This design comes from an exercise in tuning for small area, a short achievable clock period and few clock cycles per item on the open sky130 flow, not from production work. At most, simulation tests tie the RTL to the original design; equivalence was not proved. Function not checked in runs 2 to 6: the RTL went through the layout flow alone.

==> design/flow/design.v <==
module fa (input a, input b, input c, output s, output co);
    assign s = a ^ b ^ c;
    assign co = (a & b) | (a & c) | (b & c);
endmodule
module expression_solver
(
    input clk,
    input rst,
    input start,
    input [7:0] X,
    input [15:0] A,
    input [15:0] B,
    input [15:0] C,
    output [15:0] result,
    output zero,
    output overflow,
    output completed
);
    reg busy;          
    reg done;          
    reg [15:0] T;
    always @(posedge clk or posedge rst)
    begin
        if (rst) begin
            busy <= 1'b0;
            done <= 1'b0;
        end else begin
            if (start) busy <= 1'b1;
            done <= busy;
        end
    end
    wire [15:0] m = busy ? T : A;
    wire [7:0] x = X;
    wire [15:0] kn = ~(busy ? C : B);
    wire pp_0_0 = ~(x[0] & m[0]);
    wire pp_0_1 = ~(x[0] & m[1]);
    wire pp_0_2 = ~(x[0] & m[2]);
    wire pp_0_3 = ~(x[0] & m[3]);
    wire pp_0_4 = ~(x[0] & m[4]);
    wire pp_0_5 = ~(x[0] & m[5]);
    wire pp_0_6 = ~(x[0] & m[6]);
    wire pp_0_7 = ~(x[0] & m[7]);
    wire pp_0_8 = ~(x[0] & m[8]);
    wire pp_0_9 = ~(x[0] & m[9]);
    wire pp_0_10 = ~(x[0] & m[10]);
    wire pp_0_11 = ~(x[0] & m[11]);
    wire pp_0_12 = ~(x[0] & m[12]);
    wire pp_0_13 = ~(x[0] & m[13]);
    wire pp_0_14 = ~(x[0] & m[14]);
    wire pp_0_15 = ~(x[0] & m[15]);
    wire pp_1_0 = ~(x[1] & m[0]);
    wire pp_1_1 = ~(x[1] & m[1]);
    wire pp_1_2 = ~(x[1] & m[2]);
    wire pp_1_3 = ~(x[1] & m[3]);
    wire pp_1_4 = ~(x[1] & m[4]);
    wire pp_1_5 = ~(x[1] & m[5]);
    wire pp_1_6 = ~(x[1] & m[6]);
    wire pp_1_7 = ~(x[1] & m[7]);
    wire pp_1_8 = ~(x[1] & m[8]);
    wire pp_1_9 = ~(x[1] & m[9]);
    wire pp_1_10 = ~(x[1] & m[10]);
    wire pp_1_11 = ~(x[1] & m[11]);
    wire pp_1_12 = ~(x[1] & m[12]);
    wire pp_1_13 = ~(x[1] & m[13]);
    wire pp_1_14 = ~(x[1] & m[14]);
    wire pp_2_0 = ~(x[2] & m[0]);
    wire pp_2_1 = ~(x[2] & m[1]);
    wire pp_2_2 = ~(x[2] & m[2]);
    wire pp_2_3 = ~(x[2] & m[3]);
    wire pp_2_4 = ~(x[2] & m[4]);
    wire pp_2_5 = ~(x[2] & m[5]);
    wire pp_2_6 = ~(x[2] & m[6]);
    wire pp_2_7 = ~(x[2] & m[7]);
    wire pp_2_8 = ~(x[2] & m[8]);
    wire pp_2_9 = ~(x[2] & m[9]);
    wire pp_2_10 = ~(x[2] & m[10]);
    wire pp_2_11 = ~(x[2] & m[11]);
    wire pp_2_12 = ~(x[2] & m[12]);
    wire pp_2_13 = ~(x[2] & m[13]);
    wire pp_3_0 = ~(x[3] & m[0]);
    wire pp_3_1 = ~(x[3] & m[1]);
    wire pp_3_2 = ~(x[3] & m[2]);
    wire pp_3_3 = ~(x[3] & m[3]);
    wire pp_3_4 = ~(x[3] & m[4]);
    wire pp_3_5 = ~(x[3] & m[5]);
    wire pp_3_6 = ~(x[3] & m[6]);
    wire pp_3_7 = ~(x[3] & m[7]);
    wire pp_3_8 = ~(x[3] & m[8]);
    wire pp_3_9 = ~(x[3] & m[9]);
    wire pp_3_10 = ~(x[3] & m[10]);
    wire pp_3_11 = ~(x[3] & m[11]);
    wire pp_3_12 = ~(x[3] & m[12]);
    wire pp_4_0 = ~(x[4] & m[0]);
    wire pp_4_1 = ~(x[4] & m[1]);
    wire pp_4_2 = ~(x[4] & m[2]);
    wire pp_4_3 = ~(x[4] & m[3]);
    wire pp_4_4 = ~(x[4] & m[4]);
    wire pp_4_5 = ~(x[4] & m[5]);
    wire pp_4_6 = ~(x[4] & m[6]);
    wire pp_4_7 = ~(x[4] & m[7]);
    wire pp_4_8 = ~(x[4] & m[8]);
    wire pp_4_9 = ~(x[4] & m[9]);
    wire pp_4_10 = ~(x[4] & m[10]);
    wire pp_4_11 = ~(x[4] & m[11]);
    wire pp_5_0 = ~(x[5] & m[0]);
    wire pp_5_1 = ~(x[5] & m[1]);
    wire pp_5_2 = ~(x[5] & m[2]);
    wire pp_5_3 = ~(x[5] & m[3]);
    wire pp_5_4 = ~(x[5] & m[4]);
    wire pp_5_5 = ~(x[5] & m[5]);
    wire pp_5_6 = ~(x[5] & m[6]);
    wire pp_5_7 = ~(x[5] & m[7]);
    wire pp_5_8 = ~(x[5] & m[8]);
    wire pp_5_9 = ~(x[5] & m[9]);
    wire pp_5_10 = ~(x[5] & m[10]);
    wire pp_6_0 = ~(x[6] & m[0]);
    wire pp_6_1 = ~(x[6] & m[1]);
    wire pp_6_2 = ~(x[6] & m[2]);
    wire pp_6_3 = ~(x[6] & m[3]);
    wire pp_6_4 = ~(x[6] & m[4]);
    wire pp_6_5 = ~(x[6] & m[5]);
    wire pp_6_6 = ~(x[6] & m[6]);
    wire pp_6_7 = ~(x[6] & m[7]);
    wire pp_6_8 = ~(x[6] & m[8]);
    wire pp_6_9 = ~(x[6] & m[9]);
    wire pp_7_0 = ~(x[7] & m[0]);
    wire pp_7_1 = ~(x[7] & m[1]);
    wire pp_7_2 = ~(x[7] & m[2]);
    wire pp_7_3 = ~(x[7] & m[3]);
    wire pp_7_4 = ~(x[7] & m[4]);
    wire pp_7_5 = ~(x[7] & m[5]);
    wire pp_7_6 = ~(x[7] & m[6]);
    wire pp_7_7 = ~(x[7] & m[7]);
    wire pp_7_8 = ~(x[7] & m[8]);
    wire s1, c2;
    fa fa_s1 (pp_0_5, pp_1_4, pp_2_3, s1, c2);
    wire s3, c4;
    fa fa_s3 (pp_0_6, pp_1_5, pp_2_4, s3, c4);
    wire s5, c6;
    fa fa_s5 (pp_3_3, pp_4_2, pp_5_1, s5, c6);
    wire s7, c8;
    fa fa_s7 (pp_0_7, pp_1_6, pp_2_5, s7, c8);
    wire s9, c10;
    fa fa_s9 (pp_3_4, pp_4_3, pp_5_2, s9, c10);
    wire s11, c12;
    fa fa_s11 (pp_6_1, pp_7_0, kn[7], s11, c12);
    wire s13, c14;
    fa fa_s13 (pp_0_8, pp_1_7, pp_2_6, s13, c14);
    wire s15, c16;
    fa fa_s15 (pp_3_5, pp_4_4, pp_5_3, s15, c16);
    wire s17, c18;
    fa fa_s17 (pp_6_2, pp_7_1, kn[8], s17, c18);
    wire s19, c20;
    fa fa_s19 (pp_0_9, pp_1_8, pp_2_7, s19, c20);
    wire s21, c22;
    fa fa_s21 (pp_3_6, pp_4_5, pp_5_4, s21, c22);
    wire s23, c24;
    fa fa_s23 (pp_6_3, pp_7_2, kn[9], s23, c24);
    wire s25, c26;
    fa fa_s25 (pp_0_10, pp_1_9, pp_2_8, s25, c26);
    wire s27, c28;
    fa fa_s27 (pp_3_7, pp_4_6, pp_5_5, s27, c28);
    wire s29, c30;
    fa fa_s29 (pp_6_4, pp_7_3, kn[10], s29, c30);
    wire s31, c32;
    fa fa_s31 (pp_0_11, pp_1_10, pp_2_9, s31, c32);
    wire s33, c34;
    fa fa_s33 (pp_3_8, pp_4_7, pp_5_6, s33, c34);
    wire s35, c36;
    fa fa_s35 (pp_6_5, pp_7_4, kn[11], s35, c36);
    wire s37, c38;
    fa fa_s37 (pp_0_12, pp_1_11, pp_2_10, s37, c38);
    wire s39, c40;
    fa fa_s39 (pp_3_9, pp_4_8, pp_5_7, s39, c40);
    wire s41, c42;
    fa fa_s41 (pp_6_6, pp_7_5, kn[12], s41, c42);
    wire s43, c44;
    fa fa_s43 (pp_0_13, pp_1_12, pp_2_11, s43, c44);
    wire s45, c46;
    fa fa_s45 (pp_3_10, pp_4_9, pp_5_8, s45, c46);
    wire s47, c48;
    fa fa_s47 (pp_6_7, pp_7_6, kn[13], s47, c48);
    wire s49, c50;
    fa fa_s49 (pp_0_14, pp_1_13, pp_2_12, s49, c50);
    wire s51, c52;
    fa fa_s51 (pp_3_11, pp_4_10, pp_5_9, s51, c52);
    wire s53, c54;
    fa fa_s53 (pp_6_8, pp_7_7, kn[14], s53, c54);
    wire s55 = pp_0_15 ^ pp_1_14 ^ pp_2_13;
    wire s56 = pp_3_12 ^ pp_4_11 ^ pp_5_10;
    wire s57 = pp_6_9 ^ pp_7_8 ^ kn[15];
    wire s58, c59;
    fa fa_s58 (pp_0_3, pp_1_2, pp_2_1, s58, c59);
    wire s60, c61;
    fa fa_s60 (pp_0_4, pp_1_3, pp_2_2, s60, c61);
    wire s62, c63;
    fa fa_s62 (pp_3_1, pp_4_0, kn[4], s62, c63);
    wire s64, c65;
    fa fa_s64 (pp_3_2, pp_4_1, pp_5_0, s64, c65);
    wire h66 = ~(kn[5] ^ s1);
    wire c67 = kn[5] | s1;
    wire s68, c69;
    fa fa_s68 (pp_6_0, kn[6], c2, s68, c69);
    wire h70 = ~(s3 ^ s5);
    wire c71 = s3 | s5;
    wire s72, c73;
    fa fa_s72 (c4, c6, s7, s72, c73);
    wire h74 = ~(s9 ^ s11);
    wire c75 = s9 | s11;
    wire s76, c77;
    fa fa_s76 (c10, c8, s13, s76, c77);
    wire s78, c79;
    fa fa_s78 (s15, c12, s17, s78, c79);
    wire s80, c81;
    fa fa_s80 (c14, c16, s19, s80, c81);
    wire s82, c83;
    fa fa_s82 (s21, c18, s23, s82, c83);
    wire s84, c85;
    fa fa_s84 (c20, c22, s25, s84, c85);
    wire s86, c87;
    fa fa_s86 (s27, c24, s29, s86, c87);
    wire s88, c89;
    fa fa_s88 (c26, c28, s31, s88, c89);
    wire s90, c91;
    fa fa_s90 (s33, c30, s35, s90, c91);
    wire s92, c93;
    fa fa_s92 (c32, c34, s37, s92, c93);
    wire s94, c95;
    fa fa_s94 (s39, c36, s41, s94, c95);
    wire s96, c97;
    fa fa_s96 (c38, c40, s43, s96, c97);
    wire s98, c99;
    fa fa_s98 (s45, c42, s47, s98, c99);
    wire s100, c101;
    fa fa_s100 (c44, c46, s49, s100, c101);
    wire s102, c103;
    fa fa_s102 (s51, c48, s53, s102, c103);
    wire s104 = c50 ^ c52 ^ s55;
    wire s105 = s56 ^ c54 ^ s57;
    wire s106, c107;
    fa fa_s106 (pp_0_2, pp_1_1, pp_2_0, s106, c107);
    wire s108, c109;
    fa fa_s108 (pp_3_0, kn[3], s58, s108, c109);
    wire s110, c111;
    fa fa_s110 (c59, s60, s62, s110, c111);
    wire s112, c113;
    fa fa_s112 (c61, s64, c63, s112, c113);
    wire s114, c115;
    fa fa_s114 (c65, c67, h70, s114, c115);
    wire s116, c117;
    fa fa_s116 (c69, c71, h74, s116, c117);
    wire s118, c119;
    fa fa_s118 (c73, c75, s76, s118, c119);
    wire s120, c121;
    fa fa_s120 (c77, s80, c79, s120, c121);
    wire s122, c123;
    fa fa_s122 (c81, s84, c83, s122, c123);
    wire s124, c125;
    fa fa_s124 (c85, s88, c87, s124, c125);
    wire s126, c127;
    fa fa_s126 (c89, s92, c91, s126, c127);
    wire s128, c129;
    fa fa_s128 (c93, s96, c95, s128, c129);
    wire s130, c131;
    fa fa_s130 (c97, s100, c99, s130, c131);
    wire s132 = c101 ^ s104 ^ c103;
    wire s133, c134;
    fa fa_s133 (pp_0_1, pp_1_0, kn[1], s133, c134);
    wire h135 = ~(kn[2] ^ s106);
    wire c136 = kn[2] | s106;
    wire h137 = ~(c107 ^ s108);
    wire c138 = c107 | s108;
    wire h139 = ~(c109 ^ s110);
    wire c140 = c109 | s110;
    wire s141, c142;
    fa fa_s141 (h66, c111, s112, s141, c142);
    wire s143, c144;
    fa fa_s143 (s68, c113, s114, s143, c144);
    wire s145, c146;
    fa fa_s145 (s72, c115, s116, s145, c146);
    wire s147, c148;
    fa fa_s147 (s78, c117, s118, s147, c148);
    wire s149, c150;
    fa fa_s149 (s82, c119, s120, s149, c150);
    wire s151, c152;
    fa fa_s151 (s86, c121, s122, s151, c152);
    wire s153, c154;
    fa fa_s153 (s90, c123, s124, s153, c154);
    wire s155, c156;
    fa fa_s155 (s94, c125, s126, s155, c156);
    wire s157, c158;
    fa fa_s157 (s98, c127, s128, s157, c158);
    wire s159, c160;
    fa fa_s159 (s102, c129, s130, s159, c160);
    wire s161 = s105 ^ c131 ^ s132;
    wire [15:0] n0 = {c160, c158, c156, c154, c152, c150, c148, c146, c144, c142, c140, c138, c136, c134, s133, pp_0_0};
    wire [15:0] n1 = {s161, s159, s157, s155, s153, s151, s149, s147, s145, s143, s141, h139, h137, h135, 1'b1, kn[0]};
    wire [15:0] yn = n0 + n1 + 16'd1;
    wire [15:0] y = ~yn;
    assign result = done ? T : y;
    assign zero = ~|result;
    always @(posedge clk)
    begin
        T <= result;
    end
    assign completed = busy;
    assign overflow = 1'b0;
endmodule
==> design/flow/flow/run.sh <==
#!/bin/bash
# The standard layout, with the port buffers made from the smallest buffer
# (buf_1) instead of the delay buffer buffer_ports picks by default; the
# resizer still upsizes them where timing, slew or load ask for it.
set -euo pipefail
export BUFFER_PORTS_ARGS="-buffer_cell sky130_fd_sc_hd__buf_1"
bash standard.sh > standard_finish.log 2>&1
==> design/flow/standard.sh <==
#!/bin/bash
# synth_recipe.tcl (not shown) runs the flow's synth.tcl, then flattens the netlist and writes it again
# the make line also repeats each setting of config.mk as NAME=value (left out here)
make -C /OpenROAD-flow-scripts/flow DESIGN_CONFIG=/design/flow/config.mk WORK_HOME=/design/flow/orfs CLKGATE_MAP_FILE= SYNTH_SCRIPT=/design/flow/synth_recipe.tcl "${@:-finish}"
==> design/flow/config.mk <==
export PLATFORM = sky130hd
export DESIGN_NAME = expression_solver
export DESIGN_NICKNAME = expression_solver
export VERILOG_FILES = /design/flow/design.v
export SDC_FILE = /design/flow/constraint.sdc
export NUM_CORES = 4
export LEC_CHECK = 0
export CAP_MARGIN = 20
export CORE_MARGIN = 2
export CORE_UTILIZATION = 40
export SETUP_SLACK_MARGIN = 2
export SLEW_MARGIN = 20
export SYNTH_HIERARCHICAL = 1
export SYNTH_MINIMUM_KEEP_SIZE = 0
==> design/flow/constraint.sdc <==
create_clock -name core_clock -period 11.0 [get_ports {clk}]
set_input_delay 2.2000 -clock core_clock [delete_from_list [all_inputs] [get_ports {clk}]]
set_output_delay 2.2000 -clock core_clock [all_outputs]
set_load 0.01 [all_outputs]
==> results of run 1 <==
[Yosys stat by module (local to each module, per instance)]
| module | cell area, sq um | times used |
|---|---|---|
| fa | 20.0 | 71 |
| expression_solver | 2420 | 1 |
[repair_timing]
item,CTS,global route
endpoints found under the hold margin,0,0
pin swaps,0,3
resized for setup,17,18
hold buffers,0,0
setup buffers,0,3
setup endpoints to repair,5,1
[area by class of cell]
class / count / area share
timing repair buffer: 79 / 0.0741
clock buffer: 4 / 0.0125
tap: 129 / 0.0368
multi-input combinational: 345 / 0.764
sequential: 18 / 0.0847
inverter: 32 / 0.0274
[per-stage QoR]
stage	utilization	hold slack (ps)	setup WS, ps	cell area, sq um
floorplan	-	454	2060	3840
global placement	0.453	494	1630	4210
detailed placement	0.453	506	1420	4210
CTS	0.462	527	2010	4290
global route	0.473	561	1990	4390
finish	0.473	531	2210	4390
[cells by family (layout without fill, tap and decap cells)]
logic type	Yosys count	in the layout	synth area share
simple gates	149	149	0.168
compound gates	48	48	0.0997
mux	34	34	0.0958
flops	18	18	0.0964
buf+inv	50	115	0.0525
xor+xnor	21	21	0.0479
fa+ha+maj	92	92	0.439
other cells	1	1	0.000977
[per-layer routing]
layer,vias to the layer above,share of wire
met5,-,0
met4,0,0.0057
met3,5,0.038
met2,79,0.53
li1,1488,-
met1,1589,0.43
[placed cells by master, fill, tap and decap left out, types with 5 or more instances in the layout]
master / netlist / final
nand2_1: 111 / 111
fa_1: 71 / 71
buf_1: 1 / 68
inv_1: 32 / 32
ha_1: 21 / 18
dfxtp_1: 16 / 16
xnor2_1: 15 / 15
mux2_2: 22 / 13
mux2i_1: 12 / 12
mux2_4: 0 / 9
a21o_1: 7 / 7
nor2_1: 7 / 7
o21ai_0: 8 / 6
xor2_1: 6 / 6
a21oi_1: 5 / 5
buf_2: 2 / 5
[worst min-delay path by stage]
stage / startpoint / end / slack [ps] / cells after the start
finish: T[1]$_DFF_P_ / T[1]$_DFF_P_ / 530 / 1
global route: T[1]$_DFF_P_ / T[1]$_DFF_P_ / 560 / 1
CTS: T[1]$_DFF_P_ / T[1]$_DFF_P_ / 530 / 1
detailed placement: T[8]$_DFF_P_ / T[8]$_DFF_P_ / 510 / 1
global placement: T[1]$_DFF_P_ / T[1]$_DFF_P_ / 490 / 1
floorplan: busy$_DFFE_PP0P_ / done$_DFF_PP0_ / 450 / 0
[state kept, by name (all words and copies together), names as in the netlist]
name	count
done	1
T	16
busy	1
==> summary.md, run 1 <==
| Metric | Value |
|---|---|
| Inserted Diodes | 0 |
| Top-count cell post-synth | nand2_1 |
| Post-synth EDFFs | 0 |
| Core area | 9280 sq um |
| Die height | 102 um |
| Setup TNS after final layout | 0 ps |
| IO Pins | 78 |
| Cell repeated most along the worst path | fa_1 |
| Fin crit period | 8790 ps |
| Worst skew pair latency | 260 ps |
| CTS tree | yes |
| M3 GR Usage | 0.0130 |
| Mapped Area | 3840 sq um |
| Reg2reg end | T[15]$_DFF_P_ |
| Met2 Resource Use GR | 0.341 |
| Clock Tree Root | clkbuf_8 |
| Non-filler cells, final | 607 |
| Final period utilization | 0.799 |
| R2r worst-path depth | 17 |
| Remaining antenna violation count | 0 |
| Number of global-route vias before repair | 3204 |
| Top cells by count, synth | nand2_1, fa_1, inv_1 |
| Actual slew at the worst max-slew pin | 973 ps |
| Initial Utilization | 0.414 |
| Top Usage Layer GRT | met2 |
| Die width | 102 um |
| Ys Warns | 7 |
| Post-Route WL | 9.43 mm |
| Routed vias | 3161 |
| Register area share after synthesis | 0.0964 |
| Area Overhead vs Synth | 14.3% |
| Worst Path Class, Setup | input port to primary output |
| Main synth FF type | dfxtp_1 |
| CP endpoint kind | primary output |
| Synthesized instance count | 413 |
| Status | no timing/DRC/antenna violations |
| Placed cell count | 600 |
| Via density | 5.21 |
| CP max-delay cell | fa_1 |
| Post-synth ARST share | 0.111 |
| RSZ-0062 raised after global routing | yes |
| Total CTS buffers | 3 |
| Max Clk Rate | 114 MHz |
| First drt pass iteration count | 4 |
| Max-Cap Viols | 0 |
| Critical path launch point | A[3] |
| Largest net degree at the start of global routing | 38 |
| Sink Count | 18 |
| Initial antenna violation count | 0 |
| Nets | 630 |
| Synth cell types | 55 |
| Worst Path Required | 8800 ps |
| Critical Path Start Type | input port |
| Share of the synthesized area in the top cell type | 0.370 |
| GR Overflow Total | 0 |
| Core Rows | 35 |
| Hpwl dp | 7.90 mm |
| Die area | 10400 sq um |
| CP Max Fanout | 8 |
| Share of layout cells above drive strength 1 | 0.115 |
| Htree depth | 1 |
| Hold Vio Cnt, Final | 0 |
| Setup clock skew after layout | 1.82 ps |
| Mapped Avg Cell Area | 9.30 sq um |
| Critical Path End | zero |
| R2R setup slack | 5770 ps |
| Relative slew slack | 0.351 |
| Biggest area consumer among synthesized cells | fa_1 |
| Multi-input logic area | 3350 sq um |
| Delay of the slowest critical-path stage | 540 ps |
| Hold crit path type | register to register |
| Deepest clock path buffer count | 2 |
| Tot GR Track Use | 0.188 |
| Pins Over Slew Limit | 0 |
| Critical Path AT | 6590 ps |
| Top delay family on crit path | adder cells |
| Crit. path cell count | 19 |
| Clock slew seen by the registers of the worst setup and hold paths | 70 ps |
| Buf/Inv on CP | 4 |
| Grt met1 use | 0.254 |
| Storage cell area | 372 sq um |
| Wire per inst | 15.5 um |
| Drt drc | 0 |
| # fillers | 984 |
| Setup violators final | 0 |
| Leading post-synthesis cells by cell area | fa_1, nand2_1, dfxtp_1, ha_1, mux2_2 |
| First-pass GRT wire length | 15.5 mm |
| Flops & latches, synth | 18 |
| Cell Chain, Critical Path | buf_1, mux2_4, nand2_1, fa_1, inv_1, ha_1, inv_1, fa_1, fa_1, ha_4, or2_2, o31a_1, o2111ai_4, a211oi_2, nor2_1, a221o_1, nand4bb_1, a2111oi_2, buf_2 |
| Port Buf Inserts | 76 |
| FF-to-FF Start | busy$_DFFE_PP0P_ |
| Placer Congestion | 0.882 |
| Detailed Route Iter0 Violations | 136 |
Testbench counts, summed over its fixed seeds: cycles 2,400, items 1,200.
==> run 2: changes to the inputs <==
--- a/design/flow/design.v
+++ b/design/flow/design.v
@@ -21,2 +21,3 @@
     reg [15:0] T;
+    reg Z;             
     always @(posedge clk or posedge rst)
@@ -299,4 +300,7 @@
     wire [15:0] y = ~yn;
+    wire [15:0] p = n0 ^ n1;
+    wire [15:0] o = ~(n0 & n1);
+    wire yz = ~|(p ^ {o[14:0], 1'b0});
     assign result = done ? T : y;
-    assign zero = ~|result;
+    assign zero = done ? Z : yz;
     always @(posedge clk)
@@ -304,2 +308,3 @@
         T <= result;
+        Z <= zero;
     end
==> run 2 against run 1 <==
  * Wire length down 2.1%
  * Utilization down 1.9 points
  * Worst setup slack better by 39 ps
  * Via count down 3.0%
  * Synthesized cell count down 1.7%
==> summary.md, run 2 <==
| Metric | Value |
|---|---|
| Area Overhead vs Synth | 11.0% |
| Largest Register | T |
| R2r worst-path depth | 14 |
| IO Pins | 78 |
| Worst setup margin | 2250 ps |
| Setup violators final | 0 |
| Ys Warns | 7 |
| Share of the synthesized area in the top cell type | 0.424 |
| Largest register FFs | 16 |
| Clock Tree Root | clkbuf_8 |
| Top cells by count, synth | nand2_1, fa_1, inv_1 |
| Clock slew seen by the registers of the worst setup and hold paths | 80 ps |
| Htree depth | 1 |
| Port Buf Inserts | 76 |
| Via density | 5.08 |
| Total CTS buffers | 3 |
| Die width | 104 um |
| Max-Cap Viols | 0 |
| CTS tree | yes |
| Dpl ws | 2000 ps |
| Commonest non-fill, non-tap cells in the layout | nand2_1, fa_1, buf_1, inv_1, ha_1 |
| Cell Chain, Critical Path | buf_1, nand2_1, fa_1, fa_1, fa_1, fa_1, ha_1, fa_1, a31o_2, a31o_2, a31oi_1, xor2_1, mux2_2, buf_1 |
| Fin crit period | 8750 ps |
| Inserted Diodes | 0 |
| Wire per inst | 15.3 um |
| Initial antenna violation count | 0 |
| Most common cell after layout, fill and taps aside | nand2_1 |
| Initial Utilization | 0.409 |
| Cell repeated most along the worst path | fa_1 |
| Hold Vio Cnt, Final | 0 |
| Relative slew slack | 0.449 |
| Core Rows | 36 |
| Hpwl dp | 8.04 mm |
| Deepest clock path buffer count | 2 |
| Delay of the slowest critical-path stage | 520 ps |
| Die area | 10700 sq um |
| Number of global-route vias before repair | 3333 |
| Synth cell types | 41 |
| Largest net degree at the start of global routing | 30 |
| Worst Path Required | 8800 ps |
| Grt met1 use | 0.240 |
| Placer Congestion | 0.815 |
| Buf/Inv on CP | 2 |
| CP endpoint kind | primary output |
| Core area | 9680 sq um |
| Sink Count | 19 |
| CP Max Fanout | 12 |
| # fillers | 971 |
| Top-count cell post-synth | nand2_1 |
| Worst skew pair latency | 270 ps |
| Biggest area consumer among synthesized cells | fa_1 |
| GR Overflow Total | 0 |
| Post-synth ARST share | 0.105 |
| Detailed Route Iter0 Violations | 96 |
| Setup TNS after final layout | 0 ps |
| Remaining antenna violation count | 0 |
| M3 GR Usage | 0.0170 |
| Main synth FF type | dfxtp_1 |
| Hold depth | 2 |
| Top delay family on crit path | adder cells |
| Met2 Resource Use GR | 0.321 |
| Actual slew at the worst max-slew pin | 826 ps |
| Flops & latches, synth | 19 |
| Hold crit path type | register to register |
| Synthesized instance count | 406 |
| Nets | 637 |
| Post-CTS repair timing setup buffer count | 0 |
| Register area share after synthesis | 0.0985 |
| Mapped Area | 3960 sq um |
| First-pass GRT wire length | 15.9 mm |
| Top Usage Layer GRT | met2 |
| Leading post-synthesis cells by cell area | fa_1, nand2_1, dfxtp_1, ha_1, mux2_2 |
| Routed vias | 3065 |
| Tot GR Track Use | 0.181 |
| Worst Path Class, Setup | input port to primary output |
| Max Clk Rate | 114 MHz |
| Hold buffers post-CTS | 0 |
| Setup clock skew after layout | 4.77 ps |
| Critical Path AT | 6550 ps |
| RSZ-0062 raised after global routing | no |
| Pins Over Slew Limit | 0 |
| Critical Path Start Type | input port |
| Die height | 104 um |
| Share of layout cells above drive strength 1 | 0.0787 |
| Status | no timing/DRC/antenna violations |
| Crit. path cell count | 14 |
| CP max-delay cell | fa_1 |
| Drt drc | 0 |
| Final period utilization | 0.795 |
| Mapped Avg Cell Area | 9.76 sq um |
| Post-synth EDFFs | 0 |
| First drt pass iteration count | 4 |
| Post-Route WL | 9.23 mm |
==> run 2: timing repair <==
item                       4_1_cts  5_1_grt
gates resized for setup          1        4
cloned                           0        0
setup endpoints to repair        1        8
==> run 2: path summary, 6_finish.rpt <==
check | startpoint | to | slack (ps)
max | X[4] | result[13] | 2250
min | T[3]$_DFF_P_ | T[3]$_DFF_P_ | 500
max reg2reg | busy$_DFFE_PP0P_ | T[13]$_DFF_P_ | 5780
min reg2reg | T[3]$_DFF_P_ | T[3]$_DFF_P_ | 500
max in group asynchronous | rst | busy$_DFFE_PP0P_ | 9140
min in group asynchronous | rst | busy$_DFFE_PP0P_ | 1740
==> run 2: worst register-to-register path, stage by stage (launching register included) <==
cell,delay [ps]
dfrtp_2,630
buf_4,400
mux2_2,470
nand2_1,130
fa_1,420
fa_1,470
fa_1,530
fa_1,460
ha_1,220
fa_1,350
a31o_2,220
a31o_2,240
a31oi_1,210
xor2_1,90
mux2_2,280
==> run 2: Yosys stat by module (local to each module, per instance) <==
| module | flip-flops and latches | cells inside |
|---|---|---|
| expression_solver | 19 | 335 |
| fa | 0 | 1 |
==> run 2: logic make-up after synthesis <==
| kind of cell | synth area share |
|---|---|
| other cells | 0.000946 |
| mux | 0.0963 |
| simple gates | 0.142 |
| fa+ha+maj | 0.497 |
| compound gates | 0.0499 |
| flops | 0.0985 |
| xor+xnor | 0.0654 |
| buf+inv | 0.0502 |
==> run 2: area by class of cell <==
type                            instances  area (sq um)  area share
Clock buffer                            3          41.3     0.00939
Clock inverter                          1          7.51     0.00171
Inverter                               32           120      0.0273
Multi-Input combinational cell        338          3370       0.767
Sequential cell                        19           392      0.0890
Tap cell                              133           166      0.0378
Timing Repair Buffer                   77           298      0.0677
==> run 2: per-layer routing <==
layer,wire length (um),vias up
met5,0,-
met4,181,0
met3,361,14
met2,4730,93
met1,3960,1531
li1,-,1427
==> run 2: metrics by stage <==
stage / cell area [sq um] / util / hold WS, ps / instances
5_1_grt: 4400 / 0.454 / 534 / 603
4_1_cts: 4400 / 0.454 / 507 / 603
3_3_place_gp: 4340 / 0.449 / 471 / 599
3_5_place_dp: 4340 / 0.449 / 485 / 599
2_1_floorplan: 3960 / - / 454 / 406
6_report: 4400 / 0.454 / 500 / 603
==> run 3: changes to the inputs <==
--- a/design/flow/config.mk
+++ b/design/flow/config.mk
@@ -10,3 +10,3 @@
 export CORE_UTILIZATION = 40
-export SETUP_SLACK_MARGIN = 2
+export SETUP_SLACK_MARGIN = 2.5
 export SLEW_MARGIN = 20
==> run 3 against run 2 <==
  * Non-clock buffer count increased by 10
  * Still clean on timing, DRC and antenna
  * Highest routed layer unchanged
  * Cell count increased by 1.7%
  * Utilization increased by 2.9 points
  * Critical path depth increased by 1
  * Register-to-register slack improved by 150 ps
  * Hold slack got worse by 20 ps
==> summary.md, run 3 <==
| Metric | Value |
|---|---|
| Status | no timing/DRC/antenna violations |
| Most common cell after layout, fill and taps aside | nand2_1 |
| Actual slew at the worst max-slew pin | 905 ps |
| RSZ-0062 raised after global routing | yes |
| Initial antenna violation count | 0 |
| Post-synth ARST share | 0.105 |
| Cell Chain, Critical Path | buf_1, mux2_4, nand2_2, fa_1, fa_2, fa_1, fa_2, ha_2, fa_1, a31o_2, a31o_4, a31oi_4, xor2_1, mux2_2, buf_2 |
| First-pass GRT wire length | 16.1 mm |
| Total CTS buffers | 3 |
| Routed vias | 3084 |
| Sink Count | 19 |
| Cell repeated most along the worst path | fa_1 |
| Top cells by count, synth | nand2_1, fa_1, inv_1 |
| Core area | 9680 sq um |
| Placer Congestion | 0.836 |
| Max-Cap Viols | 0 |
| Synthesized instance count | 406 |
| Die area | 10700 sq um |
| Critical Path Start Type | input port |
| Relative slew slack | 0.397 |
| Share of layout cells above drive strength 1 | 0.183 |
| Final period utilization | 0.767 |
| Setup violators final | 0 |
| Max Clk Rate | 119 MHz |
| Htree depth | 1 |
| Synth cell types | 41 |
| Mapped Avg Cell Area | 9.76 sq um |
| Hpwl dp | 8.15 mm |
| Hold crit path type | register to register |
| Clock slew seen by the registers of the worst setup and hold paths | 80 ps |
| Inserted Diodes | 0 |
| Setup TNS after final layout | 0 ps |
| Hold buffers post-CTS | 0 |
| Number of global-route vias before repair | 3381 |
| CTS tree | yes |
| Fin crit period | 8440 ps |
| Die width | 104 um |
| Core Rows | 36 |
| Largest register FFs | 16 |
| Top-count cell post-synth | nand2_1 |
| Buf/Inv on CP | 2 |
| Die height | 104 um |
| GR Overflow Total | 0 |
| Nets | 647 |
| Critical Path AT | 6240 ps |
| Worst setup margin | 2560 ps |
| Area Overhead vs Synth | 18.0% |
| CP Max Fanout | 6 |
| CP endpoint kind | primary output |
| Share of the synthesized area in the top cell type | 0.424 |
| Wire per inst | 15.7 um |
| Remaining antenna violation count | 0 |
| Main synth FF type | dfxtp_1 |
| Largest net degree at the start of global routing | 30 |
| Detailed Route Iter0 Violations | 123 |
| Deepest clock path buffer count | 2 |
| Mapped Area | 3960 sq um |
| Setup clock skew after layout | 2.03 ps |
| Port Buf Inserts | 76 |
| Tot GR Track Use | 0.183 |
| Initial Utilization | 0.409 |
| Leading post-synthesis cells by cell area | fa_1, nand2_1, dfxtp_1, ha_1, mux2_2 |
| Flops & latches, synth | 19 |
| Pins Over Slew Limit | 0 |
| Top delay family on crit path | adder cells |
| Hold Vio Cnt, Final | 0 |
| Clock Tree Root | clkbuf_8 |
| Commonest non-fill, non-tap cells in the layout | nand2_1, fa_1, buf_1, inv_1, ha_1 |
| Worst Path Required | 8800 ps |
| Worst Path Class, Setup | input port to primary output |
| Ys Warns | 7 |
| Delay of the slowest critical-path stage | 600 ps |
| Worst skew pair latency | 270 ps |
| Largest Register | T |
| CP max-delay cell | fa_2 |
| Via density | 5.03 |
| Drt drc | 0 |
| Register area share after synthesis | 0.0985 |
| First drt pass iteration count | 4 |
| IO Pins | 78 |
| Post-synth EDFFs | 0 |
| Dpl ws | 2000 ps |
| Post-Route WL | 9.60 mm |
| Biggest area consumer among synthesized cells | fa_1 |
[run 3: cell counts after synthesis]
No cell type changed its count.
[run 3: worst reg2reg max path, cell delays in order, from the launching register on]
cell and delay [ps]:
dfrtp_2 680, buf_4 410, mux2_2 440, nand2_1 110
fa_1 410, fa_1 470, fa_1 540, fa_2 490
ha_4 180, fa_1 580, nand4_1 120, nor4_2 270
a22o_1 200, buf_4 110
[run 3: repair_timing]
action	in CTS	in global routing
pin swaps	3	25
endpoints found under the setup margin	10	8
gates resized for setup	20	50
setup buffers	3	7
[run 3: Yosys stat by module, one instance, submodules excluded]
module / cells / area, sq um / times used / flops+latches
expression_solver: 335 / 2540 / 1 / 19
fa: 1 / 20.0 / 71 / 0
[run 3: final cells by class]
class / count / area [sq um]
clock inverter: 1 / 7.51
clock buffer: 3 / 41.3
timing repair buffer: 87 / 389
fill: 949 / 5010
inverter: 32 / 120
tap: 133 / 166
sequential: 19 / 392
multi-input combinational: 338 / 3560
[run 3: final timing paths]
kind,slack [ps],to,startpoint,cells after the start
setup / recovery,2560,result[13],A[7],15
hold / removal,480,T[12]$_DFF_P_,T[12]$_DFF_P_,2
setup reg to reg,5930,Z$_DFF_P_,busy$_DFFE_PP0P_,13
hold reg to reg,480,T[12]$_DFF_P_,T[12]$_DFF_P_,2
max in group asynchronous,9140,busy$_DFFE_PP0P_,rst,2
min in group asynchronous,1740,busy$_DFFE_PP0P_,rst,2
[run 3: logic make-up (layout without fill, tap and decap cells)]
kind of cell / after synthesis / count (layout) / share of synthesized area
AOI/OAI and AO/OA: 32 / 32 / 0.0499
adders and majority gates: 107 / 107 / 0.497
DFF: 19 / 19 / 0.0985
muxes: 34 / 34 / 0.0963
and+or+nand+nor: 136 / 136 / 0.142
other: 1 / 1 / 0.000946
xor gates and xnor gates: 28 / 28 / 0.0654
buffers and inverters: 49 / 123 / 0.0502
[run 3: metrics by stage]
stage / utilization / instance area (sq um) / hold WS (ps) / std cells
floorplan: - / 3960 / 454 / 406
global placement: 0.449 / 4340 / 471 / 599
detailed placement: 0.449 / 4340 / 480 / 599
CTS: 0.460 / 4450 / 502 / 606
global route: 0.483 / 4670 / 503 / 613
finish: 0.483 / 4670 / 481 / 613
[run 3: layer usage]
metal,part of all wire,track usage,wire [um]
met4,0.010,0.0270,100
met5,0,0,0
met2,0.53,0.337,5120
met1,0.43,0.240,4110
met3,0.028,0.0145,271
==> run 4: changes to the inputs <==
--- a/design/flow/config.mk
+++ b/design/flow/config.mk
@@ -10,3 +10,3 @@
 export CORE_UTILIZATION = 40
-export SETUP_SLACK_MARGIN = 2.5
+export SETUP_SLACK_MARGIN = 1.5
 export SLEW_MARGIN = 20
==> run 4 against run 3 <==
  * Largest cell class unchanged
  * Critical path type unchanged
  * Via count fell by 0.62%
==> summary.md, run 4 <==
| Metric | Value |
|---|---|
| Commonest non-fill, non-tap cells in the layout | nand2_1, fa_1, buf_1, inv_1, ha_1 |
| Final instance area | 4390 sq um |
| Core area | 9680 sq um |
| First drt pass iteration count | 4 |
| Htree depth | 1 |
| Synth cell types | 41 |
| Number of global-route vias before repair | 3335 |
| Most common cell after layout, fill and taps aside | nand2_1 |
| IO Pins | 78 |
| Largest Register | T |
| Top cells by count, synth | nand2_1, fa_1, inv_1 |
| Setup TNS after final layout | 0 ps |
| Hold Vio Cnt, Final | 0 |
| Setup violators final | 0 |
| Clock slew seen by the registers of the worst setup and hold paths | 80 ps |
| Actual slew at the worst max-slew pin | 914 ps |
| CTS tree | yes |
| Via density | 5.08 |
| Final Hold Slack | 500 ps |
| Mapped Area | 3960 sq um |
| Remaining antenna violation count | 0 |
| Worst Path Class, Setup | input port to primary output |
| Inserted Diodes | 0 |
| Hold crit path type | register to register |
| Flops & latches, synth | 19 |
| Placer Congestion | 0.815 |
| Core Rows | 36 |
| Wire per inst | 15.3 um |
| Relative slew slack | 0.391 |
| Die height | 104 um |
| Critical path launch point | X[0] |
| Status | no timing/DRC/antenna violations |
| Clock Tree Root | clkbuf_8 |
| CP Max Fanout | 18 |
| Deepest clock path buffer count | 2 |
| Share of the synthesized area in the top cell type | 0.424 |
| RSZ-0062 raised after global routing | no |
| Synthesized instance count | 406 |
| Pins Over Slew Limit | 0 |
| Multi-input logic area | 3370 sq um |
| Mapped Avg Cell Area | 9.76 sq um |
| Area after DPL | 4340 sq um |
| Sink Count | 19 |
| Hpwl dp | 8.04 mm |
| Biggest area consumer among synthesized cells | fa_1 |
| Tot GR Track Use | 0.181 |
| CP endpoint kind | primary output |
| Detailed Route Iter0 Violations | 93 |
| Max Clk Rate | 111 MHz |
| Initial Utilization | 0.409 |
| # fillers | 973 |
| Port Buf Inserts | 76 |
| Critical Path Start Type | input port |
| Area Overhead vs Synth | 10.9% |
| Ys Warns | 7 |
| Post-synth EDFFs | 0 |
| Post-CTS repair timing setup buffer count | 0 |
| Post-CTS Resized | 0 |
| Main synth FF type | dfxtp_1 |
| Storage cell area | 392 sq um |
| Largest register FFs | 16 |
| First-pass GRT wire length | 15.9 mm |
| GR Overflow Total | 0 |
| Die width | 104 um |
| Register area share after synthesis | 0.0985 |
| Critical Path AT | 6820 ps |
| Initial antenna violation count | 0 |
| Nets | 637 |
| Largest net degree at the start of global routing | 30 |
| Final period utilization | 0.820 |
| Max-Cap Viols | 0 |
| Hold_sp | T[3]$_DFF_P_ |
| Fin crit period | 9020 ps |
| Worst skew pair latency | 270 ps |
| Post-synth ARST share | 0.105 |
| Routed vias | 3065 |
| Share of layout cells above drive strength 1 | 0.0702 |
| Die area | 10700 sq um |
| Post-Route WL | 9.23 mm |
| Hold buffers post-CTS | 0 |
| Drt drc | 0 |
| Leading post-synthesis cells by cell area | fa_1, nand2_1, dfxtp_1, ha_1, mux2_2 |
| Worst Path Required | 8800 ps |
| Setup clock skew after layout | 4.27 ps |
| FF-to-FF Start | busy$_DFFE_PP0P_ |
| Top-count cell post-synth | nand2_1 |
| Total CTS buffers | 3 |
## run 4: kinds of logic (layout without fill, tap and decap cells)
| family | Yosys count | count (layout) | share of synthesized area |
|---|---|---|---|
| other | 1 | 1 | 0.000946 |
| buffers and inverters | 49 | 113 | 0.0502 |
| multiplexers | 34 | 34 | 0.0963 |
| adder cells (fa/ha/maj) | 107 | 107 | 0.497 |
| AND/OR/NAND/NOR | 136 | 136 | 0.142 |
| flip-flops | 19 | 19 | 0.0985 |
| AO/OA/AOI/OAI | 32 | 32 | 0.0499 |
| XOR/XNOR | 28 | 28 | 0.0654 |
## run 4: area by class of cell
cell class,count,share of cell area
multi-input combinational,338,0.768
sequential,19,0.0891
timing repair buffer,77,0.0666
tap,133,0.0379
inverter,32,0.0273
clock buffer,3,0.00940
clock inverter,1,0.00171
## run 4: stage by stage
step / cells / utilization / setup WS [ps]
2_1_floorplan: 406 / - / 2470
3_3_place_gp: 599 / 0.449 / 2080
3_5_place_dp: 599 / 0.449 / 2000
4_1_cts: 603 / 0.454 / 1980
5_1_grt: 603 / 0.454 / 1680
6_report: 603 / 0.454 / 1980
## run 4: worst max-delay path, cell delays in order
cell     delay [ps]
buf_1           660
nand2_1         190
fa_1            600
fa_1            430
fa_1            530
fa_1            460
ha_1            220
fa_1            350
a31o_2          220
a31o_2          240
a31oi_1         210
xor2_1           90
mux2_2          280
buf_1           130
## run 4: per-layer routing
metal | track usage | share of wire | up-vias | wire (um)
li1 | - | - | 1425 | -
met5 | 0 | 0 | - | 0
met3 | 0.0170 | 0.037 | 14 | 343
met2 | 0.321 | 0.51 | 90 | 4740
met1 | 0.240 | 0.43 | 1536 | 3960
met4 | 0.0463 | 0.019 | 0 | 178
## run 4: worst paths after layout
path / endpoint / slack [ps] / cells after the start
min in group asynchronous: busy$_DFFE_PP0P_ / 1740 / 2
max in group asynchronous: busy$_DFFE_PP0P_ / 9140 / 2
setup / recovery: result[13] / 1980 / 14
setup reg to reg: T[13]$_DFF_P_ / 5770 / 14
hold reg to reg: T[3]$_DFF_P_ / 500 / 2
hold / removal: T[3]$_DFF_P_ / 500 / 2
## run 4: Yosys stat by module, one instance, submodules excluded
| module | copies in the design | cell area [sq um] |
|---|---|---|
| expression_solver | 1 | 2540 |
| fa | 71 | 20.0 |
==> run 5: changes to the inputs <==
--- a/design/flow/design.v
+++ b/design/flow/design.v
@@ -21,3 +21,2 @@
     reg [15:0] T;
-    reg Z;             
     always @(posedge clk or posedge rst)
@@ -33,4 +32,4 @@
     wire [15:0] m = busy ? T : A;
-    wire [7:0] x = X;
-    wire [15:0] kn = ~(busy ? C : B);
+    wire [7:0] x = done ? 8'd1 : X;
+    wire [15:0] kn = ~(done ? 16'd0 : busy ? C : B);
     wire pp_0_0 = ~(x[0] & m[0]);
@@ -300,11 +299,7 @@
     wire [15:0] y = ~yn;
-    wire [15:0] p = n0 ^ n1;
-    wire [15:0] o = ~(n0 & n1);
-    wire yz = ~|(p ^ {o[14:0], 1'b0});
-    assign result = done ? T : y;
-    assign zero = done ? Z : yz;
+    assign result = y;
+    assign zero = ~|y;
     always @(posedge clk)
     begin
-        T <= result;
-        Z <= zero;
+        T <= y;
     end
--- a/design/flow/config.mk
+++ b/design/flow/config.mk
@@ -10,3 +10,3 @@
 export CORE_UTILIZATION = 40
-export SETUP_SLACK_MARGIN = 1.5
+export SETUP_SLACK_MARGIN = 2
 export SLEW_MARGIN = 20
==> run 5 against run 4 <==
  * Register-to-register slack got worse by 150 ps
  * Synthesized cell count shrank 2.5%
  * Still clean
  * Flip-flop and latch count fell by 1
==> summary.md, run 5 <==
| Metric | Value |
|---|---|
| Nets | 641 |
| Critical Path Start Type | input port |
| Initial antenna violation count | 0 |
| Mapped Avg Cell Area | 9.35 sq um |
| Die width | 100 um |
| Status | no timing/DRC/antenna violations |
| Worst Path Required | 8800 ps |
| Relative slew slack | 0.367 |
| Port Buf Inserts | 76 |
| Initial Utilization | 0.406 |
| Fin util | 0.497 |
| CP endpoint kind | primary output |
| Critical Path AT | 6980 ps |
| Core area | 9110 sq um |
| Max-Cap Viols | 0 |
| Drt drc | 0 |
| Number of global-route vias before repair | 3295 |
| Remaining antenna violation count | 0 |
| Grt met1 use | 0.291 |
| Largest net degree at the start of global routing | 25 |
| Max Clk Rate | 109 MHz |
| Routed vias | 3255 |
| Hold Vio Cnt, Final | 0 |
| Most common cell after layout, fill and taps aside | nand2_1 |
| CP Max Fanout | 9 |
| Synthesized instance count | 396 |
| Deepest clock path buffer count | 2 |
| Via density | 5.43 |
| Mapped Area | 3700 sq um |
| Htree depth | 1 |
| Die area | 10000 sq um |
| Top-count cell post-synth | nand2_1 |
| Share of layout cells above drive strength 1 | 0.190 |
| Largest register FFs | 16 |
| CTS tree | yes |
| Inserted Diodes | 0 |
| Post-synth EDFFs | 0 |
| Core Rows | 35 |
| Clock slew seen by the registers of the worst setup and hold paths | 70 ps |
| Tot GR Track Use | 0.214 |
| Largest Register | T |
| GR Overflow Total | 0 |
| Wire per inst | 17.3 um |
| Setup clock skew after layout | 0.990 ps |
| Clock Tree Root | clkbuf_8 |
| Sink Count | 18 |
| Hpwl dp | 7.92 mm |
| Fin crit period | 9180 ps |
| Final instance area | 4530 sq um |
| Total CTS buffers | 3 |
| Area Overhead vs Synth | 22.2% |
| Placer Congestion | 0.883 |
| First drt pass iteration count | 5 |
| Top cells by count, synth | nand2_1, fa_1, inv_1 |
| Post-synth ARST share | 0.111 |
| Actual slew at the worst max-slew pin | 949 ps |
| Hold buffers post-CTS | 0 |
| Worst Path Class, Setup | input port to primary output |
| Synth cell types | 43 |
| Flops & latches, synth | 18 |
| Share of the synthesized area in the top cell type | 0.384 |
| Final period utilization | 0.834 |
| Largest registers | T x16, busy x1, done x1 |
| Area after DPL | 4120 sq um |
| Hold crit path type | register to register |
| M3 GR Usage | 0.0369 |
| Setup violators final | 0 |
| Main synth FF type | dfxtp_1 |
| Biggest area consumer among synthesized cells | fa_1 |
| Ys Warns | 7 |
| First-pass GRT wire length | 16.7 mm |
| Post-Route WL | 10.4 mm |
| Pins Over Slew Limit | 0 |
| Die height | 100 um |
| Register area share after synthesis | 0.100 |
| IO Pins | 78 |
| Met2 Resource Use GR | 0.364 |
| Leading post-synthesis cells by cell area | fa_1, nand2_1, dfxtp_1, ha_1, mux2_2 |
| Top Usage Layer GRT | met2 |
| Setup TNS after final layout | 0 ps |
| Worst skew pair latency | 260 ps |
| RSZ-0062 raised after global routing | yes |
| Commonest non-fill, non-tap cells in the layout | nand2_1, buf_1, fa_1, inv_1, buf_4 |
| Detailed Route Iter0 Violations | 193 |
==> run 5: cell count changes after synthesis, sizes merged, moves of 4 or more <==
cell   before  now
nand2     117  106
o21a        0    4
fa         84   71
a21oi       3    9
mux2       21   16
nor2b       2    8
o21ai      14    3
nor2        2   11
nor3        2    6
a31oi       5    0
or2         1   15
inv        32   25
==> run 5: path summary, 6_finish.rpt <==
check,from,to,slack (ps),cells past startpoint
hold / removal,T[0]$_DFF_P_,T[0]$_DFF_P_,940,3
setup / recovery,X[3],zero,1820,16
min in group asynchronous,rst,busy$_DFFE_PP0P_,1740,2
max in group asynchronous,rst,busy$_DFFE_PP0P_,9140,2
hold reg to reg,T[0]$_DFF_P_,T[0]$_DFF_P_,940,3
setup reg to reg,busy$_DFFE_PP0P_,T[15]$_DFF_P_,5620,14
==> run 5: logic make-up (layout without fill, tap and decap cells) <==
| logic type | Yosys count | after routing | synth area share |
|---|---|---|---|
| AOI/OAI and AO/OA | 27 | 27 | 0.0541 |
| xor gates and xnor gates | 27 | 27 | 0.0639 |
| adders and majority gates | 92 | 92 | 0.455 |
| buffers and inverters | 41 | 134 | 0.0429 |
| DFF | 18 | 18 | 0.100 |
| muxes | 32 | 32 | 0.0919 |
| other | 1 | 1 | 0.00101 |
| and+or+nand+nor | 158 | 158 | 0.191 |
==> run 5: cell type report <==
type / instances / area, sq um
Sequential cell: 18 / 372
Fill cell: 874 / 4580
Multi-Input combinational cell: 337 / 3330
Clock buffer: 4 / 55.1
Tap cell: 111 / 139
Timing Repair Buffer: 105 / 539
Inverter: 25 / 93.8
==> run 5: per-stage QoR <==
stage               hold WS (ps)  cells  worst slack (ps)
floorplan                    433    396              2000
finish                       944    600              1820
CTS                          947    596              1920
global route                 975    600              1650
detailed placement           921    573              1350
global placement             892    573              1470
==> run 5: repair_timing <==
action / in CTS / in global routing
endpoints found under the setup margin: 4 / 3
buffers inserted: 19 / 4
pin swaps: 0 / 9
resized for setup: 17 / 20
==> run 5: modules after synthesis (local to each module, per instance) <==
module,area (sq um),flops+latches
expression_solver,2280,18
fa,20.0,0
==> run 5: per-layer routing <==
layer	part of all wire	wire length, um
met2	0.49	5080
met3	0.077	798
met5	0	0
met1	0.41	4300
met4	0.018	187
==> run 5: worst max-delay path: stages <==
cell	delay [ps]
buf_1	60
nor2b_2	140
buf_6	140
buf_6	140
nand2_1	90
fa_1	580
fa_1	460
fa_1	510
ha_2	310
a21boi_2	180
o21a_1	210
or4_1	540
or4_4	550
or4_4	450
nor4_4	240
buf_2	180
==> run 6: changes to the inputs <==
--- a/design/flow/design.v
+++ b/design/flow/design.v
@@ -32,4 +32,4 @@
     wire [15:0] m = busy ? T : A;
-    wire [7:0] x = done ? 8'd1 : X;
-    wire [15:0] kn = ~(done ? 16'd0 : busy ? C : B);
+    wire [7:0] x = X;
+    wire [15:0] kn = ~(busy ? C : B);
     wire pp_0_0 = ~(x[0] & m[0]);
@@ -199,12 +199,12 @@
     fa fa_s64 (pp_3_2, pp_4_1, pp_5_0, s64, c65);
-    wire h66 = ~(kn[5] ^ s1);
-    wire c67 = kn[5] | s1;
+    wire h66, c67;
+    fa fa_h66 (kn[5], s1, 1'b1, h66, c67);
     wire s68, c69;
     fa fa_s68 (pp_6_0, kn[6], c2, s68, c69);
-    wire h70 = ~(s3 ^ s5);
-    wire c71 = s3 | s5;
+    wire h70, c71;
+    fa fa_h70 (s3, s5, 1'b1, h70, c71);
     wire s72, c73;
     fa fa_s72 (c4, c6, s7, s72, c73);
-    wire h74 = ~(s9 ^ s11);
-    wire c75 = s9 | s11;
+    wire h74, c75;
+    fa fa_h74 (s9, s11, 1'b1, h74, c75);
     wire s76, c77;
@@ -248,7 +248,7 @@
     wire s114, c115;
-    fa fa_s114 (c65, c67, h70, s114, c115);
+    fa fa_s114 (c65, c67, s68, s114, c115);
     wire s116, c117;
-    fa fa_s116 (c69, c71, h74, s116, c117);
+    fa fa_s116 (c69, c71, s72, s116, c117);
     wire s118, c119;
-    fa fa_s118 (c73, c75, s76, s118, c119);
+    fa fa_s118 (c73, s76, c75, s118, c119);
     wire s120, c121;
@@ -268,8 +268,8 @@
     fa fa_s133 (pp_0_1, pp_1_0, kn[1], s133, c134);
-    wire h135 = ~(kn[2] ^ s106);
-    wire c136 = kn[2] | s106;
-    wire h137 = ~(c107 ^ s108);
-    wire c138 = c107 | s108;
-    wire h139 = ~(c109 ^ s110);
-    wire c140 = c109 | s110;
+    wire h135, c136;
+    fa fa_h135 (kn[2], s106, 1'b1, h135, c136);
+    wire h137, c138;
+    fa fa_h137 (c107, s108, 1'b1, h137, c138);
+    wire h139, c140;
+    fa fa_h139 (c109, s110, 1'b1, h139, c140);
     wire s141, c142;
@@ -277,5 +277,5 @@
     wire s143, c144;
-    fa fa_s143 (s68, c113, s114, s143, c144);
+    fa fa_s143 (c113, h70, s114, s143, c144);
     wire s145, c146;
-    fa fa_s145 (s72, c115, s116, s145, c146);
+    fa fa_s145 (h74, c115, s116, s145, c146);
     wire s147, c148;
@@ -299,7 +299,7 @@
     wire [15:0] y = ~yn;
-    assign result = y;
-    assign zero = ~|y;
+    assign result = done ? T : y;
+    assign zero = ~|result;
     always @(posedge clk)
     begin
-        T <= y;
+        T <= result;
     end
==> run 6 against run 5 <==
  * Utilization fell by 0.64 points
  * Critical path depth increased by 4
  * Sequential share of layout area hardly changed
  * Largest cell class unchanged
==> summary.md, run 6 <==
| Metric | Value |
|---|---|
| Register area share after synthesis | 0.0982 |
| Share of the synthesized area in the top cell type | 0.409 |
| Setup clock skew after layout | 4.03 ps |
| Nets | 618 |
| Drt drc | 0 |
| Ys Warns | 7 |
| Final period utilization | 0.811 |
| Hold buffers post-CTS | 0 |
| Actual slew at the worst max-slew pin | 670 ps |
| Area Overhead vs Synth | 19.6% |
| Hold crit path type | register to register |
| Clock Tree Root | clkbuf_8 |
| Core area | 9200 sq um |
| Initial Utilization | 0.410 |
| Sink Count | 18 |
| IO Pins | 78 |
| Initial antenna violation count | 0 |
| Placer Congestion | 0.845 |
| Largest Register | T |
| Detailed Route Iter0 Violations | 94 |
| Flops & latches, synth | 18 |
| Mapped Area | 3770 sq um |
| Relative slew slack | 0.553 |
| Worst skew pair latency | 250 ps |
| RSZ-0062 raised after global routing | yes |
| Via density | 5.35 |
| Tot GR Track Use | 0.193 |
| Clock slew seen by the registers of the worst setup and hold paths | 60 ps |
| First-pass GRT wire length | 15.6 mm |
| Mapped Avg Cell Area | 9.77 sq um |
| Largest net degree at the start of global routing | 23 |
| Post-synth ARST share | 0.111 |
| Setup violators final | 0 |
| CP endpoint kind | primary output |
| Worst Path Class, Setup | input port to primary output |
| Worst Path Required | 8800 ps |
| Deepest clock path buffer count | 2 |
| Total CTS buffers | 3 |
| Port Buf Inserts | 76 |
| Fin crit period | 8920 ps |
| CTS tree | yes |
| Biggest area consumer among synthesized cells | fa_1 |
| Hold Vio Cnt, Final | 0 |
| Max Clk Rate | 112 MHz |
| Routed vias | 3087 |
| Status | no timing/DRC/antenna violations |
| Main synth FF type | dfxtp_1 |
| Synth cell types | 53 |
| Die height | 101 um |
| Synthesized instance count | 386 |
| Post-synth EDFFs | 0 |
| Wire per inst | 16.3 um |
| Critical Path AT | 6720 ps |
| Htree depth | 1 |
| Leading post-synthesis cells by cell area | fa_1, nand2_1, dfxtp_1, mux2_2, ha_1 |
| Die area | 10200 sq um |
| Critical Path Start Type | input port |
| Inserted Diodes | 0 |
| GR Overflow Total | 0 |
| Most common cell after layout, fill and taps aside | nand2_1 |
| Core Rows | 35 |
| Die width | 101 um |
| Largest registers | T x16, busy x1, done x1 |
| Share of layout cells above drive strength 1 | 0.170 |
| Top cells by count, synth | nand2_1, fa_1, mux2_2 |
| CP Max Fanout | 4 |
| Hpwl dp | 7.89 mm |
| First drt pass iteration count | 4 |
| Post-Route WL | 9.41 mm |
| Number of global-route vias before repair | 3306 |
| Largest register FFs | 16 |
| Remaining antenna violation count | 0 |
| Top-count cell post-synth | nand2_1 |
| Pins Over Slew Limit | 0 |
| Max-Cap Viols | 0 |
| Setup TNS after final layout | 0 ps |
| Commonest non-fill, non-tap cells in the layout | nand2_1, fa_1, buf_1, mux2_2 |
==> run 6: what timing repair did <==
item | in CTS | in global routing
setup buffers | 9 | 2
gates resized for setup | 33 | 20
endpoints found under the setup margin | 4 | 2
pin swaps | 10 | 17
==> run 6: stage by stage <==
step                      cells  cell area (sq um)  hold slack [ps]  utilization  setup WS, ps
final                       577               4510              529        0.490          2080
after floorplan             391               3800              430            -          2020
after detailed placement    562               4140              508        0.450          1390
after global routing        577               4510              559        0.490          1860
after CTS                   575               4360              528        0.474          2010
after global placement      562               4140              493        0.450          1520
==> run 6: cell type report <==
class                   instances  area, sq um
fillers                       898         4690
flip-flops and latches         18          372
clock buffers                   4         55.1
multi-input cells             347         3510
well taps                     111          139
inverters                       9         33.8
repair buffers                 88          404
==> run 6: worst paths after layout <==
| path | startpoint | end | slack [ps] | depth (start not counted) |
|---|---|---|---|---|
| min in group asynchronous | rst | busy$_DFFE_PP0P_ | 1760 | 2 |
| max in group asynchronous | rst | busy$_DFFE_PP0P_ | 9120 | 2 |
| worst max-delay path | A[3] | zero | 2080 | 20 |
| worst max register to register | busy$_DFFE_PP0P_ | T[15]$_DFF_P_ | 5950 | 14 |
| worst min-delay path | T[0]$_DFF_P_ | T[0]$_DFF_P_ | 530 | 1 |
| worst min register to register | T[0]$_DFF_P_ | T[0]$_DFF_P_ | 530 | 1 |
==> run 6: cell families after synthesis <==
family                   Yosys count  synth area share
AO/OA/AOI/OAI                     48            0.0919
XOR/XNOR                          22            0.0511
adder cells (fa/ha/maj)           92             0.459
buffers and inverters             26            0.0345
flip-flops                        18            0.0982
multiplexers                      35             0.101
other                              2           0.00199
AND/OR/NAND/NOR                  143             0.163
==> run 6: worst max-delay path, stage by stage <==
cell       delay, ps
buf_1             70
mux2_4           300
buf_6            130
buf_6            120
nand2_4           60
fa_2             440
fa_2             360
fa_1             480
fa_1             570
ha_4             230
o21a_1           190
o21ai_2          170
o21bai_1         100
a31oi_2          190
buf_4            170
xnor2_4           80
a211oi_2         250
nand4bb_4        140
a2111oi_4        270
buf_2            180
==> run 6: per-module statistics from Yosys, one instance, submodules excluded <==
module             cell area [sq um]  times used  flops+latches  cells
expression_solver               2230           1             18    309
fa                              20.0          77              0      1
==> run 6: per-layer routing <==
metal	wire length (um)	up-vias	global-route usage
met3	336	4	0.0166
met5	0	-	0
met4	70	0	0.0239
met2	5180	75	0.367
li1	-	1437	-
met1	3830	1571	0.244
==> run 7: changes to the inputs <==
--- a/design/flow/design.v
+++ b/design/flow/design.v
@@ -21,2 +21,3 @@
     reg [15:0] T;
+    reg Z;             
     always @(posedge clk or posedge rst)
@@ -299,4 +300,7 @@
     wire [15:0] y = ~yn;
+    wire [15:0] p = n0 ^ n1;
+    wire [15:0] o = ~(n0 & n1);
+    wire yz = ~|(p ^ {o[14:0], 1'b0});
     assign result = done ? T : y;
-    assign zero = ~|result;
+    assign zero = done ? Z : yz;
     always @(posedge clk)
@@ -304,2 +308,3 @@
         T <= result;
+        Z <= zero;
     end
--- a/design/flow/config.mk
+++ b/design/flow/config.mk
@@ -10,2 +10,3 @@
 export CORE_UTILIZATION = 40
+export PLACE_DENSITY = 0.8
 export SETUP_SLACK_MARGIN = 2
==> run 7 against run 6 <==
  * Synthesized area grew 3.9%
  * Flip-flop and latch count rose by 1
  * Worst setup slack improved by 47 ps
  * Fmax up 0.54%
  * Sequential share of layout area rose by 0.71 points
==> summary.md, run 7 <==
| Metric | Value |
|---|---|
| Routed vias | 3016 |
| First drt pass iteration count | 5 |
| Drt drc | 0 |
| Synthesized instance count | 379 |
| Reg2reg end | Z$_DFF_P_ |
| Post-synth ARST share | 0.105 |
| Placer Congestion | 0.879 |
| Total CTS buffers | 3 |
| Post-Route WL | 9.46 mm |
| Critical Path AT | 6670 ps |
| Hold depth | 2 |
| Setup clock skew after layout | 2.70 ps |
| WHS Endpoint | T[6]$_DFF_P_ |
| Clock Tree Root | clkbuf_8 |
| R2R setup slack | 5500 ps |
| CP max-delay cell | or4b_2 |
| Ys Warns | 7 |
| Critical Path Start Type | input port |
| Actual slew at the worst max-slew pin | 966 ps |
| Deepest clock path buffer count | 2 |
| Top cells by count, synth | nand2_1, fa_1, dfxtp_1, ha_1, mux2_2 |
| Leading post-synthesis cells by cell area | fa_1, nand2_1, dfxtp_1, ha_1, mux2_2 |
| Via density | 5.20 |
| Hpwl dp | 8.14 mm |
| Crit. path cell count | 14 |
| Area Overhead vs Synth | 11.7% |
| Wire per inst | 16.3 um |
| Htree depth | 1 |
| Adder-cell area share of the yosys netlist | 0.514 |
| Hold buffers post-CTS | 0 |
| Mapped Area | 3920 sq um |
| Main combinational cell family by area after synthesis | adder cells |
| Die area | 10600 sq um |
| Sink Count | 19 |
| Biggest area consumer among synthesized cells | fa_1 |
| Final Hold Slack | 499 ps |
| Number of global-route vias before repair | 3319 |
| Core area | 9640 sq um |
| FF-to-FF Start | busy$_DFFE_PP0P_ |
| Commonest non-fill, non-tap cells in the layout | nand2_1, fa_1, buf_1, dfxtp_1, ha_1 |
| CP endpoint kind | primary output |
| Detailed Route Iter0 Violations | 110 |
| Delay of the slowest critical-path stage | 660 ps |
| Clock slew seen by the registers of the worst setup and hold paths | 80 ps |
| Mapped Avg Cell Area | 10.3 sq um |
| CP Max Fanout | 8 |
| Setup TNS after final layout | 0 ps |
| IO Pins | 78 |
| Relative slew slack | 0.356 |
| Remaining antenna violation count | 0 |
| Setup violators final | 0 |
| Register area share after synthesis | 0.0996 |
| Main synth FF type | dfxtp_1 |
| Share of the synthesized area in the top cell type | 0.460 |
| First-pass GRT wire length | 15.6 mm |
| RSZ-0062 raised after global routing | no |
| Die height | 103 um |
| CTS tree | yes |
| Cell Chain, Critical Path | buf_1, mux2_2, nand2_1, fa_1, fa_1, fa_1, fa_1, ha_1, fa_1, nand4_1, or4b_2, nor4_2, a22o_1, buf_1 |
| Nets | 614 |
| Pins Over Slew Limit | 0 |
| Largest net degree at the start of global routing | 39 |
| Post-synthesis mux area share | 0.0996 |
| Worst Path Required | 8800 ps |
| Synth cell types | 40 |
| Post-Synth XOR/XNOR Area | 0.0693 |
| Top delay family on crit path | adder cells |
| Max-Cap Viols | 0 |
| Buf/Inv on CP | 2 |
| Max Clk Rate | 113 MHz |
| Most common cell after layout, fill and taps aside | nand2_1 |
| # fillers | 940 |
| R2r worst-path depth | 12 |
| Inserted Diodes | 0 |
| Hold Vio Cnt, Final | 0 |
| Status | no timing/DRC/antenna violations |
| Largest register FFs | 16 |
| Core Rows | 36 |
| GR Overflow Total | 0 |
| Hold crit path type | register to register |
| Fin crit period | 8870 ps |
| Initial antenna violation count | 0 |
| Post-synth EDFFs | 0 |
| Largest Register | T |
| Share of layout cells above drive strength 1 | 0.0872 |
| Hold_sp | T[6]$_DFF_P_ |
| Final period utilization | 0.806 |
| Initial Utilization | 0.407 |
| Worst skew pair latency | 260 ps |
| Flops & latches, synth | 19 |
| Tot GR Track Use | 0.191 |
| Port Buf Inserts | 76 |
| Worst Path Class, Setup | input port to primary output |
==> run 7: kinds of logic after synthesis <==
| logic type | after synthesis |
|---|---|
| mux | 35 |
| xor+xnor | 27 |
| buf+inv | 24 |
| simple gates | 131 |
| flops | 19 |
| fa+ha+maj | 107 |
| other cells | 2 |
| compound gates | 34 |
==> run 7: per-module statistics from Yosys, one instance, submodules excluded <==
| module | copies in the design | flip-flops and latches |
|---|---|---|
| fa | 77 | 0 |
| expression_solver | 1 | 19 |
==> run 7: how the worst max path moves through the flow <==
stage               from   end  slack (ps)
CTS                 X[5]  zero        2080
global route        A[7]  zero        2030
floorplan           X[1]  zero        2340
global placement    X[0]  zero        1970
detailed placement  X[0]  zero        1830
finish              A[6]  zero        2130
==> run 7: area by class of cell <==
cell class | instances | area [sq um] | share of cell area
repair buffers | 76 | 297 | 0.0678
multi-input cells | 341 | 3450 | 0.788
inverters | 7 | 26.3 | 0.00601
clock buffers | 4 | 45.0 | 0.0103
flip-flops and latches | 19 | 392 | 0.0895
well taps | 133 | 166 | 0.0380
==> run 7: per-layer routing <==
metal  vias to the layer above  share of wire  track usage
met2                       110           0.53        0.356
met3                        16          0.045       0.0149
li1                       1365              -            -
met4                         0          0.020       0.0526
met5                         -              0            0
met1                      1525           0.40        0.238
==> run 7: what timing repair did <==
action,CTS,global route
buffers inserted,0,0
setup endpoints to repair,3,1
gates resized for setup,5,4
==> run 7: worst register-to-register path: stages, from the launching register on <==
cell	delay, ps
dfrtp_2	1000
mux2_2	540
nand2_1	130
fa_1	450
fa_1	480
fa_1	530
fa_1	480
ha_1	220
fa_1	480
nand4_1	90
or4b_2	660
nor4_2	180
a22o_1	190
==> run 7: per-stage QoR <==
step	instance area [sq um]	utilization	std cells	worst slack [ps]
floorplan	3940	-	384	2340
global placement	4310	0.447	576	1970
detailed placement	4310	0.447	576	1830
CTS	4360	0.453	580	2080
global route	4380	0.454	580	2030
finish	4380	0.454	580	2130
Testbench counts of run 7, summed over its fixed seeds: cycles 2,400, items 1,200.

[what the ideal ports hide]
In the flow no input, the clock included, has a driving cell. The finished layouts below were timed again as built, in two steps. Step 1: set_driving_cell puts a clkbuf_16 on clk and a buf_2 on each other input, an assumption about the parent block. Step 2 times the ports against the registers' clock, not the clock port: input delays grow and output delays shrink by t, the midpoint of the rising clock arrivals with the driver on. a / b / c = no drivers / after step 1 / after step 2; a / b = the first two.
run | t, ns | setup slack, ns | worst setup path at the end | latest minus earliest clock arrival (ns) | pins driven straight from the clock port
run 1 | 0.277 | 2.215 / 2.186 / 2.186 | input to output | 0.002 / 0.002 | 1
run 2 | 0.289 | 2.253 / 2.229 / 2.229 | input to output | 0.005 / 0.004 | 1
run 3 | 0.291 | 2.564 / 2.544 / 2.544 | input to output | 0.002 / 0.002 | 1
run 4 | 0.289 | 1.979 / 1.951 / 1.951 | input to output | 0.005 / 0.004 | 1
run 5 | 0.286 | 1.822 / 1.799 / 1.799 | input to output | 0.001 / 0.001 | 1
run 6 | 0.268 | 2.082 / 2.058 / 2.058 | input to output | 0.004 / 0.004 | 1
run 7 | 0.288 | 2.129 / 2.102 / 2.102 | input to output | 0.003 / 0.002 | 1
After both steps every run listed still meets setup and hold. The setup slack of run 1, which loses most, moves by -0.029 ns with the drivers and by -0.029 ns with both steps.
